This is an optimization exercise on Yosys and OpenROAD, whose aim is a short achievable clock period and few clock cycles, not a production implementation. Function was checked by simulation only, so behaviour that the tests miss may differ from the original. The clock input has no modelled driver; a real chip could not lean on it and would need a root buffer or a full tree. No activity file was given, so power comes from the tool's default toggle rates.

**design/flow/flow/run.sh**
```bash
#!/bin/bash
# Layout flow: the standard flow (standard.sh) with these changes:
# - ABC maps the synthesized logic with flow/abc_speed.script instead of
#   ORFS's scripts/abc_speed.script (Yosys's steps, register names and cells
#   are the standard ones);
# - the port buffers are buf_4 cells instead of the default delay buffers;
# - clock tree synthesis clusters the registers in groups of up to 18 under
#   clkbuf_16 buffers, and flow/flatten_clock.tcl then removes the H-tree's
#   branching level and splits the root buffer in two, each driving the
#   cluster buffers of one half of the die.
set -euo pipefail
W=$PWD
rm -rf "$W/scripts_mod"
cp -r "$FLOW_HOME/scripts" "$W/scripts_mod"
cp "$W/flow/abc_speed.script" "$W/scripts_mod/abc_speed.script"
bash "$W/standard.sh" "SCRIPTS_DIR=$W/scripts_mod" \
    "BUFFER_PORTS_ARGS=-buffer_cell sky130_fd_sc_hd__buf_4" \
    "CTS_ARGS=-sink_clustering_enable -repair_clock_nets -sink_clustering_size 18 -sink_clustering_max_diameter 100 -buf_list sky130_fd_sc_hd__clkbuf_16 -root_buf sky130_fd_sc_hd__clkbuf_16 -dont_use_dummy_load" \
    "POST_CTS_TCL=$W/flow/flatten_clock.tcl" \
    finish > "$W/make_finish.log" 2>&1
```
**design/flow/flow/abc_speed.script**
```
&get -n
&st
&dch
&nf
&put
strash
dch
map -D 1200
&get -n
&st
&syn2
&if -g -K 6
&synch2
&nf -p
&put
buffer -c
topo
stime -c
upsize -c
dnsize -c
```
**design/flow/constraint.sdc**
```tcl
create_clock -name core_clock -period 5.0 [get_ports {clock}]
set_input_delay 1.0000 -clock core_clock [delete_from_list [all_inputs] [get_ports {clock}]]
set_output_delay 1.0000 -clock core_clock [all_outputs]
set_load 0.01 [all_outputs]
```
**design/flow/config.mk**
```make
export PLATFORM = sky130hd
export DESIGN_NAME = MPSCPU
export DESIGN_NICKNAME = MPSCPU
export VERILOG_FILES = /design/flow/design.v
export SDC_FILE = /design/flow/constraint.sdc
export NUM_CORES = 4
export LEC_CHECK = 0
export ABC_CLOCK_PERIOD_IN_PS = 1800
export CAP_MARGIN = 20
export CORE_MARGIN = 2
export CORE_UTILIZATION = 40
export SETUP_SLACK_MARGIN = 3.2
export SLEW_MARGIN = 20
```
**design/flow/design.v**
```verilog
module MPSCPU(
    output [8 - 1:0] imem_addr,
    input [16 - 1:0] imem_value,
    output [8 - 1:0] dmem_addr,
    output dmem_wenable,
    input [8 - 1:0] dmem_rvalue,
    output [8 - 1:0] dmem_wvalue,
    input clock,
    input nreset,
    output halted
);
    integer i;
    reg [7:0] r_pc;
    reg r_dead;       
    reg r_halted;
    reg [3:0] r1_d;
    reg [7:0] r1_imm;
    reg r1_wen;
    reg r1_st;
    reg r1_add, r1_sub;
    reg r1_shl, r1_shr, r1_ld;
    reg [3:0] r1_tt;  
    reg [15:1] r1_sa;
    reg r1_sa_w, r1_sa_imm;
    reg [15:1] r1_sb;
    reg r1_sb_w;
    reg r1_fx_as, r1_fx_oth, r1_fx_ld;    
    reg r1_fy_as, r1_fy_oth, r1_fy_ld;    
    reg [7:0] r2_x;
    reg [7:0] r2_y;
    reg [7:0] r2_yb;    
    reg r2_st;
    reg r2_wen;
    reg [3:0] r2_d;
    reg r2_add, r2_sub, r2_shl, r2_shr, r2_ld;
    reg [3:0] r2_tt;
    reg [7:0] r3_res;
    reg [15:1] r3_we;
    reg [7:0] r_regs [1:15];
    assign imem_addr = r_pc;
    assign halted = r_halted;
    assign dmem_addr = r2_x;
    assign dmem_wvalue = r2_y;
    assign dmem_wenable = r2_st;
    wire [3:0] f_op = imem_value[3:0];
    wire [3:0] f_d = imem_value[7:4];
    wire [3:0] f_a = imem_value[11:8];
    wire [3:0] f_b = imem_value[15:12];
    wire f_live = !r_dead;
    wire f_hcf = f_op == 4'b1000;
    wire f_ld = f_op == 4'b0010;
    wire f_st = f_op == 4'b1010;
    wire f_set = f_op == 4'b0100;
    wire f_dup = f_op == 4'b1100;
    wire f_alu = f_op[0];
    wire f_mem = f_ld || f_st;
    wire f_wen = f_live && (f_alu || f_ld || f_set || f_dup) && f_d != 0;
    reg [3:0] f_tt;
    always @(*) begin
        case (f_op)
            4'b0101: f_tt = 4'b1110;
            4'b1101: f_tt = 4'b1000;
            4'b0111: f_tt = 4'b0110;
            4'b1111: f_tt = 4'b0011;
            4'b0100, 4'b1100: f_tt = 4'b1100;
            default: f_tt = 4'b0000;
        endcase
    end
    wire f_a_e = r1_wen && f_a == r1_d;
    wire f_a_w = r2_wen && f_a == r2_d && !f_a_e;
    wire f_use_b = (f_alu && f_op != 4'b1111) || f_st;
    wire f_b_e = f_use_b && r1_wen && f_b == r1_d;
    wire f_b_w = f_use_b && r2_wen && f_b == r2_d && !f_b_e;
    wire f_e_oth = !r1_add && !r1_sub && !r1_ld;
    wire [8:0] e_as9 = {r2_x, r2_sub} + {r2_yb, r2_sub};
    wire [7:0] e_as = e_as9[8:1];
    wire e_big = |r2_y[7:3];
    wire [7:0] e_shl = r2_x << r2_y[2:0];
    wire [7:0] e_shr = r2_x >> r2_y[2:0];
    wire [7:0] e_lu;
    genvar g;
    generate
        for (g = 0; g < 8; g = g + 1) begin : g_lu
            assign e_lu[g] = r2_x[g] ? (r2_y[g] ? r2_tt[3] : r2_tt[2])
                : (r2_y[g] ? r2_tt[1] : r2_tt[0]);
        end
    endgenerate
    wire [7:0] e_oth = e_lu
        | ({8{r2_shl && !e_big}} & e_shl)
        | ({8{r2_shr && !e_big}} & e_shr);
    wire [7:0] e_res = ({8{r2_add || r2_sub}} & e_as) | e_oth
        | ({8{r2_ld}} & dmem_rvalue);
    wire [7:0] d_rfa [0:15];
    wire [7:0] d_rfb [0:15];
    assign d_rfa[0] = {8{r1_sa_w}} & r3_res;
    assign d_rfb[0] = {8{r1_sb_w}} & r3_res;
    generate
        for (g = 1; g < 16; g = g + 1) begin : g_rf
            assign d_rfa[g] = d_rfa[g - 1] | ({8{r1_sa[g]}} & r_regs[g]);
            assign d_rfb[g] = d_rfb[g - 1] | ({8{r1_sb[g]}} & r_regs[g]);
        end
    endgenerate
    wire [7:0] d_rf_a = d_rfa[15];
    wire [7:0] d_rf_b = d_rfb[15];
    wire [7:0] d_x = d_rf_a | ({8{r1_sa_imm}} & r1_imm)
        | ({8{r1_fx_as}} & e_as)
        | ({8{r1_fx_oth}} & e_oth) | ({8{r1_fx_ld}} & dmem_rvalue);
    wire [7:0] d_y = d_rf_b
        | ({8{r1_fy_as}} & e_as)
        | ({8{r1_fy_oth}} & e_oth) | ({8{r1_fy_ld}} & dmem_rvalue);
    always @(posedge clock) begin
        r1_d <= f_d;
        r1_imm <= imem_value[15:8];
        r1_add <= f_op == 4'b0001;
        r1_sub <= f_op == 4'b1001;
        r1_shl <= f_op == 4'b0011;
        r1_shr <= f_op == 4'b1011;
        r1_ld <= f_ld;
        r1_tt <= f_tt;
        for (i = 1; i < 16; i = i + 1) begin
            r1_sa[i] <= !f_set && f_a == i && !(r1_wen && r1_d == i)
                && !(r2_wen && r2_d == i);
            r1_sb[i] <= f_use_b && f_b == i && !(r1_wen && r1_d == i)
                && !(r2_wen && r2_d == i);
        end
        r1_sa_w <= f_a_w && !f_set;
        r1_sa_imm <= f_set;
        r1_sb_w <= f_b_w;
        r1_fx_as <= f_a_e && !f_set && (r1_add || r1_sub);
        r1_fx_oth <= f_a_e && !f_set && f_e_oth;
        r1_fx_ld <= f_a_e && !f_set && r1_ld;
        r1_fy_as <= f_b_e && (r1_add || r1_sub);
        r1_fy_oth <= f_b_e && f_e_oth;
        r1_fy_ld <= f_b_e && r1_ld;
        r2_x <= d_x;
        r2_y <= d_y;
        r2_yb <= d_y ^ {8{r1_sub}};
        r2_d <= r1_d;
        r2_add <= r1_add;
        r2_sub <= r1_sub;
        r2_shl <= r1_shl;
        r2_shr <= r1_shr;
        r2_ld <= r1_ld;
        r2_tt <= r1_tt;
        r3_res <= e_res;
        for (i = 1; i < 16; i = i + 1)
            r3_we[i] <= r2_wen && r2_d == i;
        for (i = 1; i < 16; i = i + 1)
            if (r3_we[i])
                r_regs[i] <= r3_res;
        if (!nreset) begin
            r_pc <= 0;
            r_dead <= 0;
            r_halted <= 0;
            r1_wen <= 0;
            r1_st <= 0;
            r2_wen <= 0;
            r2_st <= 0;
        end else begin
            r_pc <= r_pc + 1;
            r_dead <= r_dead || f_hcf;
            r_halted <= r_dead;
            r1_wen <= f_wen;
            r1_st <= f_live && f_st;
            r2_wen <= r1_wen;
            r2_st <= r1_st;
        end
    end
endmodule
```
**design/flow/standard.sh**
```bash
#!/bin/bash
# synth_recipe.tcl (not shown) runs the flow's synth.tcl, then flattens the netlist and writes it again
# the make line also repeats each setting of config.mk as NAME=value (left out here)
make -C /OpenROAD-flow-scripts/flow DESIGN_CONFIG=/design/flow/config.mk WORK_HOME=/design/flow/orfs CLKGATE_MAP_FILE= SYNTH_SCRIPT=/design/flow/synth_recipe.tcl "${@:-finish}"
```
**design/flow/flow/flatten_clock.tcl**
```tcl
# Collapse the clock tree's branching level: the root buffer drives the leaf
# (sink cluster) buffers directly; then split the root buffer in two. Runs
# after CTS (POST_CTS_TCL).
set block [ord::get_db_block]
set port_net [$block findNet clock]
set root ""
foreach it [$port_net getITerms] {
  set root [$it getInst]
}
set root_out [[$root findITerm X] getNet]
# Branching buffers: every clock buffer on the root's net, each of which must
# drive only clock buffers; otherwise the tree is left as it is.
set branches {}
set dummies {}
set ok 1
foreach it [$root_out getITerms] {
  set inst [$it getInst]
  if {$inst == $root} { continue }
  set m [[$inst getMaster] getName]
  if {![string match "sky130_fd_sc_hd__clkbuf_*" $m]} { set ok 0; continue }
  set out_net [[$inst findITerm X] getNet]
  set loads {}
  set all_buf 1
  foreach l [$out_net getITerms] {
    if {[$l getInst] == $inst} { continue }
    # a dummy load that CTS added to balance this branch goes with it
    if {[string match "clkload*" [[$l getInst] getName]]} {
      lappend dummies [$l getInst]
      continue
    }
    lappend loads $l
    if {![string match "sky130_fd_sc_hd__clkbuf_*" [[[$l getInst] getMaster] getName]]} { set all_buf 0 }
  }
  if {!$all_buf} { set ok 0 }
  lappend branches [list $it $inst $out_net $loads]
}
set removed 0
if {$ok} {
  foreach b $branches {
    lassign $b it inst out_net loads
    foreach l $loads { $l disconnect; $l connect $root_out }
    $it disconnect
    [$inst findITerm X] disconnect
    odb::dbInst_destroy $inst
    odb::dbNet_destroy $out_net
    incr removed
  }
  foreach d $dummies {
    foreach t [$d getITerms] { $t disconnect }
    odb::dbInst_destroy $d
  }
}
puts "flatten_clock: removed $removed branching clock buffers"

# Split the root: a second root buffer, also driven by the clock port,
# drives the half of the cluster buffers that lie to the right of the
# median; each root buffer sits at the centre of its half.
if {$removed > 0} {
  set leaves {}
  foreach it [$root_out getITerms] {
    if {[$it getInst] == $root} { continue }
    set b [[$it getInst] getBBox]
    lappend leaves [list [expr {([$b xMin] + [$b xMax]) / 2}] [expr {([$b yMin] + [$b yMax]) / 2}] $it]
  }
  set leaves [lsort -integer -index 0 $leaves]
  set n [llength $leaves]
  set half [expr {$n / 2}]
  if {$half >= 2} {
    set master [$root getMaster]
    set root2 [odb::dbInst_create $block $master clkbuf_0b_clock]
    set net2 [odb::dbNet_create $block clknet_0b_clock]
    $net2 setSigType CLOCK
    [$root2 findITerm A] connect $port_net
    [$root2 findITerm X] connect $net2
    set sx0 0; set sy0 0; set sx1 0; set sy1 0
    set i 0
    foreach l $leaves {
      lassign $l x y it
      if {$i < $half} {
        incr sx0 $x; incr sy0 $y
      } else {
        incr sx1 $x; incr sy1 $y
        $it disconnect
        $it connect $net2
      }
      incr i
    }
    $root setLocation [expr {$sx0 / $half}] [expr {$sy0 / $half}]
    $root setPlacementStatus PLACED
    $root2 setLocation [expr {$sx1 / ($n - $half)}] [expr {$sy1 / ($n - $half)}]
    $root2 setPlacementStatus PLACED
    global_connect
    detailed_placement
    puts "flatten_clock: split the root buffer, $half and [expr {$n - $half}] cluster buffers"
  }
}
estimate_parasitics -placement

```
==> impl_metrics.yaml, run 1 <==
cells_and_area:
  multi_input_area_um2: 4897
  drive_gt1_share_pct: 20.62
  antennaDiodeCount: 0
  fillers: 2571
  seqCellArea_um2: 6369
  num-nets-final: 1167
  area_delta_synth_final_pct: 17.69
  post-route-cell-area_um2: 13080
synth:
  synth_adder_area_share_pct: 1.081
  synth_edf_count: 120
  syn_area_um2: 11110
  yosys_warnings: 2
  ys_ff_latch: 254
  synth.yosys.seq_area_share_pct: 56.58
  synthesis.nets: 1128
  muxShareOfSynthArea_pct: 0.09009
  netlist_instances: 1093
  synth_simple_gate_area_share_pct: 19.97
  synth.distinct_cells: 67
  synth_compound_area_share_pct: 16.60
  synth_top_family_by_area: "simple AND/OR/NAND/NOR gates"
  synth-xor-area-share_pct: 2.128
  ys.flop_type: "dfxtp_1"
  syn_area_per_cell_um2: 10.17
  async_reset_ff_share_pct: 0
floorplanning:
  pin_count: 52
  initial_core_util_pct: 40.33
  dieArea_um2: 29130
  row_count: 61
  die_w_um: 170.7
  core-area_um2: 27550
  die_h_um: 170.7
grt:
  grt_usage_pct: 27.11
  antenna_found_initial: 0
  grt_max_degree: 19
  grt_first_pass_wirelength_mm: 56.97
  grt_pass1_vias: 8703
  grt_overflow: 0
sta:
  skew_ns: 0.06338
  fin_crit_ns: 1.878
  final_hold_viol_count: 0
  fmax_mhz: 532.4
  fin_ws_ns: 3.122
  worst_slew_pin_slew_ns: 0.9190
  max_slew_margin_pct: 38.17
  period_share_pct: 37.57
  setup_tns_ns: 0
  setup_violations: 0
  rsz0062_at_grt: "true"
  slew_viol_final: 0
worst_setup_path:
  cp_top_family: "flip-flops"
  cpMaxStageDelayCell: "dfxtp_4"
  start_kind: "flop"
  timing.critical_path.to_type: "output pin"
  critPathMaxFanout: 3
  critPathMaxStageDelay_ns: 0.40
  path_cells: "buf_6"
  critPathRequiredTime_ns: 4.00
  cp_num_buf_inv: 1
  path_class: "reg -> out"
  cp_data_arrival_time_ns: 0.88
pwr:
  vdd_drop_max_uv: 188.0
  power_mw: 4.525
  power.static_leakage_nw: 4.536
  powerDensity_nw_per_um2: 346.0
cts:
  insertion_delay_ns: 0.37
  cts_num_sinks: 254
  path_clk_slew_ns: 0.08
route:
  vias: 9378
  final_antenna_net_count: 0
  wl_mm: 40.15
  drtPass1Iterations: 6
  routed_via_density: 6.219
  drc: 0
  drt_iter0_markers: 1340
  wl_per_cell_um: 26.62
placed_design:
  pre_cts_slack_ns: 2.672
  place_area_um2: 11700
  portBuffers: 51
  gp_congestion: 0.9585
  hpwlAfterDp_mm: 26.52
outcome:
  status: "complete, no violations"
min_path:
  worstHoldPathType: "reg -> reg"
run:
  max_cap_viol_count: 0
[layer usage]
layer	vias to the layer above	wire, um	global-route usage [%]
li1	4147	-	-
met2	568	18500	43.62
met4	0	1737	11.63
met5	-	0	0
met3	116	4212	5.390
met1	4547	15700	35.63
[registers in the layout (all words and copies together) (netlist names), 4 cells and up]
signal	count
r_regs	120
r1_sa	15
r1_sb	15
r3_we	15
r1_imm	8
r2_x	8
r2_y	8
r2_yb	8
r3_res	8
r_pc	8
r1_d	4
r1_tt	4
r2_d	4
r2_tt	4
[per-stage QoR]
stage / hold slack (ns) / std cells / util (%)
2_1_floorplan: 0.3096 / 1093 / -
3_3_place_gp: 0.3137 / 1449 / 42.45
3_5_place_dp: 0.3151 / 1449 / 42.45
5_1_grt: 0.3431 / 1508 / 47.46
6_report: 0.3329 / 1508 / 47.46
[Yosys cell counts (all sizes together) (2+ instances only)]
library cell | count | area (um^2)
nor2b | 5 | 31.28
a31oi | 8 | 56.30
a221oi | 12 | 111.4
edfxtp | 120 | 3603
nor3 | 42 | 221.5
nor2 | 73 | 281.5
and2 | 12 | 75.07
nand4 | 46 | 294.0
a211oi | 4 | 30.03
buf | 21 | 116.4
o221ai | 3 | 26.28
a21boi | 3 | 22.52
nand2b | 18 | 112.6
nand3 | 50 | 250.2
and4 | 2 | 17.52
a222oi | 7 | 70.07
a41oi | 3 | 26.28
xnor2 | 15 | 131.4
a21oi | 22 | 110.1
a22o | 13 | 113.9
o2bb2ai | 2 | 17.52
nand2 | 159 | 599.3
o211ai | 25 | 187.7
ha | 8 | 100.1
o22ai | 14 | 93.84
o21a | 5 | 37.54
nor4 | 12 | 75.07
inv | 22 | 82.58
o21ai | 28 | 143.9
or3b | 3 | 26.28
or2 | 5 | 31.28
a211o | 2 | 17.52
and3 | 10 | 62.56
nand3b | 14 | 105.1
a22oi | 87 | 653.1
xor2 | 12 | 105.1
o211a | 6 | 60.06
a21o | 2 | 15.01
dfxtp | 134 | 2683
clkbuf | 52 | 196.4
[logic make-up (layout without fill, tap and decap cells)]
kind of cell    count (synthesis)  after routing
simple gates                  455            455
flops                         254            254
compound gates                252            252
buf+inv                        95            132
xor+xnor                       27             27
fa+ha+maj                       9              9
mux                             1              1
[cell type report, clock buffers not listed]
class / count / area share (%)
inverter: 22 / 0.6794
sequential: 254 / 48.70
tap: 378 / 3.617
buffer: 1 / 0.1914
multi-input combinational: 744 / 37.45
timing repair buffer: 92 / 6.239
timing repair inverter: 1 / 0.05741
[path summary, 6_finish.rpt]
path	endpoint	slack, ns	depth (start not counted)	from
worst max-delay path	dmem_addr[3]	3.12	1	r2_x[3]$_DFF_P_
worst min-delay path	r2_tt[2]$_DFF_P_	0.33	0	r1_tt[2]$_DFF_P_
worst max register to register	r2_x[2]$_DFF_P_	3.19	7	r2_y[6]$_DFF_P_
worst min register to register	r2_tt[2]$_DFF_P_	0.33	0	r1_tt[2]$_DFF_P_
[layout by cell type, fill, tap and decap left out, types with 5 or more instances in the layout]
cell / instances
a222oi_1: 7
a22oi_1: 85
nor2b_1: 5
nor4_1: 9
edfxtp_1: 120
nand3b_1: 14
o21ai_0: 21
nand4_1: 45
a22o_1: 13
o21a_1: 5
nand2_1: 152
dfxtp_2: 15
o22ai_1: 12
o211ai_1: 25
nand2_2: 5
and3_1: 10
and2_1: 11
nand2b_1: 18
xnor2_1: 15
a221oi_1: 9
o211a_1: 5
ha_4: 6
nand3_1: 43
nor3_1: 36
a21oi_1: 15
clkbuf_16: 17
buf_4: 57
a21oi_2: 5
or2_2: 5
nor2_1: 60
inv_1: 20
xor2_1: 11
buf_6: 34
dfxtp_1: 102
nor2_2: 10
nand3_2: 7
dfxtp_4: 17
[report_power, final]
group / internal (mW) / leakage (nW) / switching (mW)
Combinational: 0.334 / 2.12 / 0.449
Sequential: 2.31 / 2.21 / 0.173
Clock: 0.605 / 0.209 / 0.651
Total: 3.25 / 4.54 / 1.27
[worst register-to-register path, stage by stage, from the launching register on]
cell and delay, ns:
dfxtp_4 0.35, buf_4 0.16, nor3_4 0.36, nand3_1 0.21, nor2_1 0.22, or2_2 0.15
nand2_1 0.08, o221ai_1 0.19
Testbench counts, summed over its fixed seeds: cycles 12,480.
==> run 2, diff against run 1 <==
--- a/design/flow/design.v
+++ b/design/flow/design.v
@@ -29,5 +29,4 @@
     reg [7:0] r2_x;
     reg [7:0] r2_y;
-    reg [7:0] r2_yb;    
     reg r2_st;
     reg r2_wen;
@@ -73,5 +72,5 @@
     wire f_b_w = f_use_b && r2_wen && f_b == r2_d && !f_b_e;
     wire f_e_oth = !r1_add && !r1_sub && !r1_ld;
-    wire [8:0] e_as9 = {r2_x, r2_sub} + {r2_yb, r2_sub};
+    wire [8:0] e_as9 = {r2_x, r2_sub} + {r2_y ^ {8{r2_sub}}, r2_sub};
     wire [7:0] e_as = e_as9[8:1];
     wire e_big = |r2_y[7:3];
@@ -135,5 +134,4 @@
         r2_x <= d_x;
         r2_y <= d_y;
-        r2_yb <= d_y ^ {8{r1_sub}};
         r2_d <= r1_d;
         r2_add <= r1_add;
--- a/design/flow/flow/run.sh
+++ b/design/flow/flow/run.sh
@@ -8,5 +8,6 @@
 #   clkbuf_16 buffers, and flow/flatten_clock.tcl then removes the H-tree's
 #   branching level and splits the root buffer in two, each driving the
-#   cluster buffers of one half of the die.
+#   cluster buffers of one half of the die;
+# - gate sizing may change a cell's footprint (MATCH_CELL_FOOTPRINT=0).
 set -euo pipefail
 W=$PWD
@@ -18,3 +19,4 @@
     "CTS_ARGS=-sink_clustering_enable -repair_clock_nets -sink_clustering_size 18 -sink_clustering_max_diameter 100 -buf_list sky130_fd_sc_hd__clkbuf_16 -root_buf sky130_fd_sc_hd__clkbuf_16 -dont_use_dummy_load" \
     "POST_CTS_TCL=$W/flow/flatten_clock.tcl" \
+    "MATCH_CELL_FOOTPRINT=0" \
     finish > "$W/make_finish.log" 2>&1
==> run 2 against run 1 <==
  * Largest power group unchanged
  * Still clean
  * Power is 5.4% lower
  * Sequential share of layout area grew 1.3 points
  * Wire length down 9.5%
  * Critical endpoint is now dmem_wvalue[1]
==> impl_metrics.yaml, run 2 <==
grt:
  grt_overflow: 0
  grt_pass1_vias: 8372
  grt_first_pass_wirelength_mm: 52.63
  antenna_found_initial: 0
  grt_usage_pct: 25.44
  grt_max_degree: 19
sta:
  fmax_mhz: 535.0
  setup_tns_ns: 0
  rsz0062_at_grt: "true"
  fin_crit_ns: 1.869
  max_slew_margin_pct: 40.06
  skew_ns: 0.03344
  final_hold_viol_count: 0
  setup_violations: 0
  fin_hold_ws_ns: 0.3278
  worst_slew_pin_slew_ns: 0.8978
  slew_viol_final: 0
  period_share_pct: 37.39
floorplanning:
  pin_count: 52
  core-area_um2: 26060
  dieArea_um2: 27790
  row_count: 59
  initial_core_util_pct: 40.64
  die_h_um: 166.7
  die_w_um: 166.7
worst_setup_path:
  critPathRequiredTime_ns: 4.00
  path_class: "reg -> out"
  cp_data_arrival_time_ns: 0.87
  cp_top_family: "flip-flops"
  worstRegToRegCells: 10
  cp_num_buf_inv: 1
  path_depth: 1
  timing.critical_path.to_type: "output pin"
  cpMaxStageDelayCell: "dfxtp_4"
  start_kind: "flop"
  critPathMaxFanout: 5
  path_cells: "buf_6"
  critPathMaxStageDelay_ns: 0.40
cells_and_area:
  final_cell_mix: "120 x edfxtp_1, 102 x a22oi_1, 99 x dfxtp_1, 93 x nand2_1, 69 x buf_4"
  largest_reg_flops: 120
  drive_gt1_share_pct: 21.08
  num-nets-final: 1070
  area_delta_synth_final_pct: 17.16
  antennaDiodeCount: 0
  fillers: 2335
  final_util_pct: 47.61
  layout_commonest_cell: "edfxtp_1"
  largest-register: "r_regs"
synth:
  syn_area_per_cell_um2: 10.75
  synth.distinct_cells: 66
  synth.yosys.seq_area_share_pct: 57.84
  synth_top_cell_by_area: "edfxtp_1"
  syn_area_um2: 10590
  synthesis.nets: 1019
  synth_edf_count: 120
  ys_top_cells_by_area: "edfxtp_1 34%, dfxtp_1 24%, a22oi_1 7.3%, nand2_1 3.6%, nand3_1 3.3%"
  synth_commonest_cells: "126 x dfxtp_1, 120 x edfxtp_1, 103 x a22oi_1"
  ys.flop_type: "dfxtp_1"
  async_reset_ff_share_pct: 0
  netlist_instances: 985
  synth_top_area_share_pct: 34.03
  post-synth-top-count-cell: "dfxtp_1"
  yosys_warnings: 2
  ys_ff_latch: 246
cts:
  cts_num_sinks: 246
  path_clk_slew_ns: 0.08
  insertion_delay_ns: 0.36
route:
  routed_via_density: 6.308
  wl_per_cell_um: 26.53
  vias: 8636
  drc: 0
  drt_iter0_markers: 1291
  wl_mm: 36.32
  final_antenna_net_count: 0
  drtPass1Iterations: 6
pwr:
  power_mw: 4.281
  power.static_leakage_nw: 4.382
  vdd_drop_max_uv: 226.0
  powerDensity_nw_per_um2: 345.1
min_path:
  hold_depth: 0
  worstHoldPathType: "reg -> reg"
outcome:
  status: "complete, no violations"
placed_design:
  hpwlAfterDp_mm: 23.09
  portBuffers: 51
  gp_congestion: 0.9585
run:
  max_cap_viol_count: 0
[run 2: cell count changes in the layout (fill, tap and decap cells not counted), sizes merged, moves of 5 or more]
cell	change
nand4	-22
nand3b	-5
nor2	-26
a31oi	-7
dfxtp	-8
and3	-7
o211a	-6
nand2	-56
a22oi	+16
buf	+12
nand3	+21
[run 2: cell type report, clock buffers not listed]
cell class	count	area [um^2]	area share [%]
well taps	335	419.2	3.378
multi-input cells	648	4359	35.14
flip-flops and latches	246	6207	50.03
repair inverters	1	7.507	0.06051
plain buffers	1	25.02	0.2017
inverters	19	78.83	0.6353
repair buffers	104	934.6	7.533
[run 2: final timing paths]
| check | startpoint | end | slack [ns] |
|---|---|---|---|
| max | r2_y[1]$_DFF_P_ | dmem_wvalue[1] | 3.13 |
| min | r1_tt[0]$_DFF_P_ | r2_tt[0]$_DFF_P_ | 0.33 |
| max reg2reg | r2_y[0]$_DFF_P_ | r2_x[6]$_DFF_P_ | 3.18 |
| min reg2reg | r1_tt[0]$_DFF_P_ | r2_tt[0]$_DFF_P_ | 0.33 |
[run 2: logic make-up after synthesis]
group                      after synthesis  share of synthesized area, %
muxes                                    4                        0.3781
adders and majority gates                8                        0.9452
DFF                                    246                         57.85
buffers and inverters                   91                         3.733
AOI/OAI and AO/OA                      244                         16.75
xor gates and xnor gates                32                         2.906
and+or+nand+nor                        360                         17.44
[run 2: power breakdown]
part	total, mW	switching, mW	internal, mW
logic	0.706	0.390	0.316
registers	2.40	0.158	2.24
clock network	1.18	0.609	0.571
total	4.28	1.16	3.12
[run 2: through the flow]
step / worst slack (ns) / instance area (um^2) / std cells
2_1_floorplan: 3.048 / 10700 / 985
3_3_place_gp: 2.817 / 11140 / 1299
3_5_place_dp: 2.751 / 11140 / 1299
5_1_grt: 3.102 / 12410 / 1369
6_report: 3.131 / 12410 / 1369
[run 2: routing by layer]
layer	track usage, %	part of all wire [%]
met5	0	0
met4	13.34	5.5
met3	5.894	12
met2	38.63	44
met1	33.99	39
[run 2: worst register-to-register path, cell delays in order, from the launching register on]
cell and delay, ns:
dfxtp_4 0.36, buf_6 0.12, xor2_1 0.14, ha_1 0.36
a21oi_4 0.09, o21ai_4 0.21, nand2_4 0.10, nand2_2 0.07
nand3_2 0.09, nand2_1 0.07, nand4_1 0.07
Testbench counts of run 2, summed over its fixed seeds: cycles 12,480.
==> run 3, diff against run 2 <==
--- a/design/flow/design.v
+++ b/design/flow/design.v
@@ -72,6 +72,17 @@
     wire f_b_w = f_use_b && r2_wen && f_b == r2_d && !f_b_e;
     wire f_e_oth = !r1_add && !r1_sub && !r1_ld;
-    wire [8:0] e_as9 = {r2_x, r2_sub} + {r2_y ^ {8{r2_sub}}, r2_sub};
-    wire [7:0] e_as = e_as9[8:1];
+    wire [7:0] e_yb = r2_y ^ {8{r2_sub}};
+    wire [7:0] e_p = r2_x ^ e_yb;
+    wire [8:0] e_kg0 = {r2_x & e_yb, r2_sub};    
+    wire [8:0] e_kp0 = {e_p, 1'b0};
+    wire [8:0] e_kg1, e_kp1, e_kg2, e_kp2, e_kg3, e_kp3;
+    assign e_kg1 = e_kg0 | (e_kp0 & {e_kg0[7:0], 1'b0});
+    assign e_kp1 = e_kp0 & {e_kp0[7:0], 1'b0};
+    assign e_kg2 = e_kg1 | (e_kp1 & {e_kg1[6:0], 2'b0});
+    assign e_kp2 = e_kp1 & {e_kp1[6:0], 2'b0};
+    assign e_kg3 = e_kg2 | (e_kp2 & {e_kg2[4:0], 4'b0});
+    assign e_kp3 = e_kp2 & {e_kp2[4:0], 4'b0};
+    wire [7:0] e_c = e_kg3[7:0];                  
+    wire e_as_en = r2_add || r2_sub;
     wire e_big = |r2_y[7:3];
     wire [7:0] e_shl = r2_x << r2_y[2:0];
@@ -88,6 +99,8 @@
         | ({8{r2_shl && !e_big}} & e_shl)
         | ({8{r2_shr && !e_big}} & e_shr);
-    wire [7:0] e_res = ({8{r2_add || r2_sub}} & e_as) | e_oth
-        | ({8{r2_ld}} & dmem_rvalue);
+    wire [7:0] e_rest = e_oth | ({8{r2_ld}} & dmem_rvalue);
+    wire [7:0] e_res1 = ({8{e_as_en}} & ~e_p) | e_rest;
+    wire [7:0] e_res0 = ({8{e_as_en}} & e_p) | e_rest;
+    wire [7:0] e_res = (e_c & e_res1) | (~e_c & e_res0);
     wire [7:0] d_rfa [0:15];
     wire [7:0] d_rfb [0:15];
@@ -102,10 +115,14 @@
     wire [7:0] d_rf_a = d_rfa[15];
     wire [7:0] d_rf_b = d_rfb[15];
-    wire [7:0] d_x = d_rf_a | ({8{r1_sa_imm}} & r1_imm)
-        | ({8{r1_fx_as}} & e_as)
+    wire [7:0] d_x_rest = d_rf_a | ({8{r1_sa_imm}} & r1_imm)
         | ({8{r1_fx_oth}} & e_oth) | ({8{r1_fx_ld}} & dmem_rvalue);
-    wire [7:0] d_y = d_rf_b
-        | ({8{r1_fy_as}} & e_as)
+    wire [7:0] d_x1 = ({8{r1_fx_as}} & ~e_p) | d_x_rest;
+    wire [7:0] d_x0 = ({8{r1_fx_as}} & e_p) | d_x_rest;
+    wire [7:0] d_x = (e_c & d_x1) | (~e_c & d_x0);
+    wire [7:0] d_y_rest = d_rf_b
         | ({8{r1_fy_oth}} & e_oth) | ({8{r1_fy_ld}} & dmem_rvalue);
+    wire [7:0] d_y1 = ({8{r1_fy_as}} & ~e_p) | d_y_rest;
+    wire [7:0] d_y0 = ({8{r1_fy_as}} & e_p) | d_y_rest;
+    wire [7:0] d_y = (e_c & d_y1) | (~e_c & d_y0);
     always @(posedge clock) begin
         r1_d <= f_d;
==> design/flow/run.sh (new file) <==
#!/bin/bash
# synth_recipe.tcl (not shown) runs the flow's synth.tcl, then flattens the netlist and writes it again
# the make line also repeats each setting of config.mk as NAME=value (left out here)
make -C /OpenROAD-flow-scripts/flow DESIGN_CONFIG=/design/flow/config.mk WORK_HOME=/design/flow/orfs CLKGATE_MAP_FILE= SYNTH_SCRIPT=/design/flow/synth_recipe.tcl finish
removed: design/flow/flow/run.sh
removed: design/flow/flow/abc_speed.script
removed: design/flow/flow/flatten_clock.tcl
removed: design/flow/standard.sh
==> run 3 against run 2 <==
  * Still clean
  * Worst setup slack got worse by 0.30 ns
  * Sequential power is essentially flat
  * Core utilization is 2.4 points higher
  * Critical path depth grew 6
  * Global-route usage grew 0.42 points
  * Critical path type is now reg -> reg
  * Largest power group unchanged
==> impl_metrics.yaml, run 3 <==
grt:
  grt_max_degree: 18
  grt_usage_pct: 25.86
  grt_first_pass_wirelength_mm: 50.40
  antenna_found_initial: 0
  grt_overflow: 0
  grt_pass1_vias: 7813
floorplanning:
  initial_core_util_pct: 40.81
  row_count: 58
  dieArea_um2: 26990
  die_w_um: 164.3
  core-area_um2: 25180
  die_h_um: 164.3
  pin_count: 52
worst_setup_path:
  critPathMaxFanout: 7
  path_class: "reg -> reg"
  startpoint: "r2_sub$_DFF_P_"
  r2r-start: "r2_sub$_DFF_P_"
  r2r-end: "r2_y[7]$_DFF_P_"
  start_kind: "flop"
  reg2reg_slack_ns: 2.83
  cp_data_arrival_time_ns: 2.58
  timing.critical_path.to_type: "flop"
  endpoint: "r2_y[7]$_DFF_P_"
  critPathRequiredTime_ns: 5.41
  worstRegToRegCells: 7
placed_design:
  place_inst: 1162
  hpwlAfterDp_mm: 22.08
  place_area_um2: 10990
  portBuffers: 51
  gp_congestion: 0.9544
cts:
  insertion_delay_ns: 0.55
  cts_num_sinks: 246
  cts_root_buf: "clkbuf_16"
  htree_levels: 1
  cts_tree: "built"
  path_clk_slew_ns: 0.06
  postCtsHoldBufs: 0
  cts_buffers: 26
  cts_buffer_depth: 3
synth:
  synth.yosys.seq_area_share_pct: 59.61
  async_reset_ff_share_pct: 0
  syn_area_um2: 10280
  syn_area_per_cell_um2: 12.15
  ys.flop_type: "dfxtp_1"
  synth.distinct_cells: 60
  synth_top_area_share_pct: 35.07
  synth_top_cell_by_area: "edfxtp_1"
  ys_top_cells_by_area: "edfxtp_1 35%, dfxtp_1 25%, a22oi_1 5.4%, mux4_2 2.4%, a221oi_1 2.4%"
  post-synth-top-count-cell: "dfxtp_1"
  netlist_instances: 846
  synth_commonest_cells: "126 x dfxtp_1, 120 x edfxtp_1, 74 x a22oi_1"
  synth_edf_count: 120
  yosys_warnings: 2
  ys_ff_latch: 246
  synthesis.nets: 880
route:
  wl_met1_mm: 13.66
  drt_iter0_markers: 1322
  drtPass1Iterations: 9
  routed.top_layer: "met4"
  wl_per_cell_um: 28.07
  dr_wl_met2_mm: 15.52
  final_antenna_net_count: 0
  drc: 0
  wl_mm: 35.12
  vias: 8053
  routed_via_density: 6.437
  met3_length_mm: 4.334
cells_and_area:
  stdcell_count: 1251
  drive_gt1_share_pct: 23.34
  layout_commonest_cell: "edfxtp_1"
  num-nets-final: 936
  post-route-cell-area_um2: 12600
  antennaDiodeCount: 0
  fillers: 2179
  largest_reg_flops: 120
  final_cell_mix: "120 x edfxtp_1, 96 x dfxtp_1, 74 x a22oi_1, 37 x nor3_1"
  largest-register: "r_regs"
  area_delta_synth_final_pct: 22.62
pwr:
  vdd_drop_max_uv: 299.1
  power.static_leakage_nw: 4.465
  powerDensity_nw_per_um2: 412.5
sta:
  setup_tns_ns: 0
  period_share_pct: 43.33
  setup_violations: 0
  slew_viol_final: 0
  fmax_mhz: 461.5
  skew_ns: 0.02345
  worst_slew_pin_slew_ns: 0.8415
  fin_crit_ns: 2.167
  final_hold_viol_count: 0
  rsz0062_at_grt: "true"
  max_slew_margin_pct: 43.83
outcome:
  status: "complete, no violations"
min_path:
  worstHoldPathType: "reg -> reg"
  hp-start: "r1_tt[3]$_DFF_P_"
run:
  max_cap_viol_count: 0
-- run 3: worst max-delay path, stage by stage, from the launching register on --
cell and delay [ns]:
dfxtp_4 0.40, buf_6 0.15, xor2_1 0.17, ha_2 0.20, or4_4 0.43, o22ai_2 0.22, xor2_2 0.13, a221o_1 0.34
-- run 3: worst min-delay path by stage --
stage / to / slack (ns) / cells after the start
finish: r2_tt[3]$_DFF_P_ / 0.33 / 0
global route: r2_tt[2]$_DFF_P_ / 0.33 / 0
CTS: r2_tt[0]$_DFF_P_ / 0.33 / 0
detailed placement: r2_tt[0]$_DFF_P_ / 0.31 / 0
global placement: r2_tt[3]$_DFF_P_ / 0.31 / 0
floorplan: r2_shl$_DFF_P_ / 0.31 / 0
-- run 3: routing by layer --
metal	global-route usage (%)	vias to the layer above
li1	-	3450
met5	0	-
met2	38.76	577
met3	6.490	133
met4	11.64	0
met1	35.33	3893
-- run 3: power by group --
part           leakage (nW)  total (mW)  internal (mW)  switching [mW]
sequential             2.15        2.39           2.23           0.154
clock                 0.478        2.11           1.31           0.797
combinational          1.84       0.699          0.339           0.360
-- run 3: cell type report --
cell class / instances / area (um^2) / share of cell area, %
clock inverter: 8 / 147.6 / 1.172
sequential: 246 / 6211 / 49.29
timing repair buffer: 93 / 872.1 / 6.921
tap: 330 / 412.9 / 3.277
clock buffer: 39 / 833.3 / 6.613
multi-input combinational: 526 / 4090 / 32.46
inverter: 9 / 33.78 / 0.2681
-- run 3: through the flow --
step	hold WS (ns)	total power, mW	utilization, %	setup WS (ns)
6_report	0.3266	5.198	50.04	2.833
5_1_grt	0.3346	5.355	50.04	2.806
4_1_cts	0.3268	5.172	49.80	2.898
3_5_place_dp	0.3121	2.961	43.66	2.251
3_3_place_gp	0.3128	2.961	43.66	2.308
2_1_floorplan	0.3096	2.745	-	2.880
-- run 3: cells by family after synthesis --
logic type,after synthesis,share of synthesized area [%]
flip-flops,246,59.61
AO/OA/AOI/OAI,227,17.41
AND/OR/NAND/NOR,221,11.29
buffers and inverters,74,2.971
XOR/XNOR,38,3.239
multiplexers,32,4.505
adder cells (fa/ha/maj),8,0.9741
-- run 3: what timing repair did --
action,in CTS,in global routing
resized for setup,234,34
buffers inserted,40,2
pin swaps,20,18
endpoints found under the setup margin,88,68
gates cloned,0,0
Testbench counts of run 3, summed over its fixed seeds: cycles 12,480.

-- what the ideal ports hide --
The results above use ideal ports. As a check the final layouts listed here were re-extracted and re-timed, cells and wires unchanged.
Step 1 sets driving cells, clkbuf_16 on the clock port and buf_2 on the other inputs (assumed; they add their load-dependent delay and slew).
Step 2 also shifts input and output timing later by t, the mid clock arrival at the registers, as if the neighbouring blocks saw the same clock.
Three values: ideal ports, drivers, drivers and shift; two values: the first two.
| run | shift t [ns] | slack for setup (ns) | clock arrival spread, ns | slew at the worst register clock pin (ns) |
|---|---|---|---|---|
| run 1 | 0.407 | 3.122 / 3.056 / 2.828 | 0.066 / 0.066 | 0.08 / 0.08 |
| run 2 | 0.404 | 3.131 / 3.067 / 2.849 | 0.034 / 0.034 | 0.08 / 0.08 |
| run 3 | 0.587 | 2.833 / 2.833 / 2.435 | 0.027 / 0.027 | 0.07 / 0.07 |
After both steps setup and hold are still met in every run listed. For run 3, which loses most, drivers alone change the setup slack by 0.000 ns; drivers and shift together by -0.398 ns.
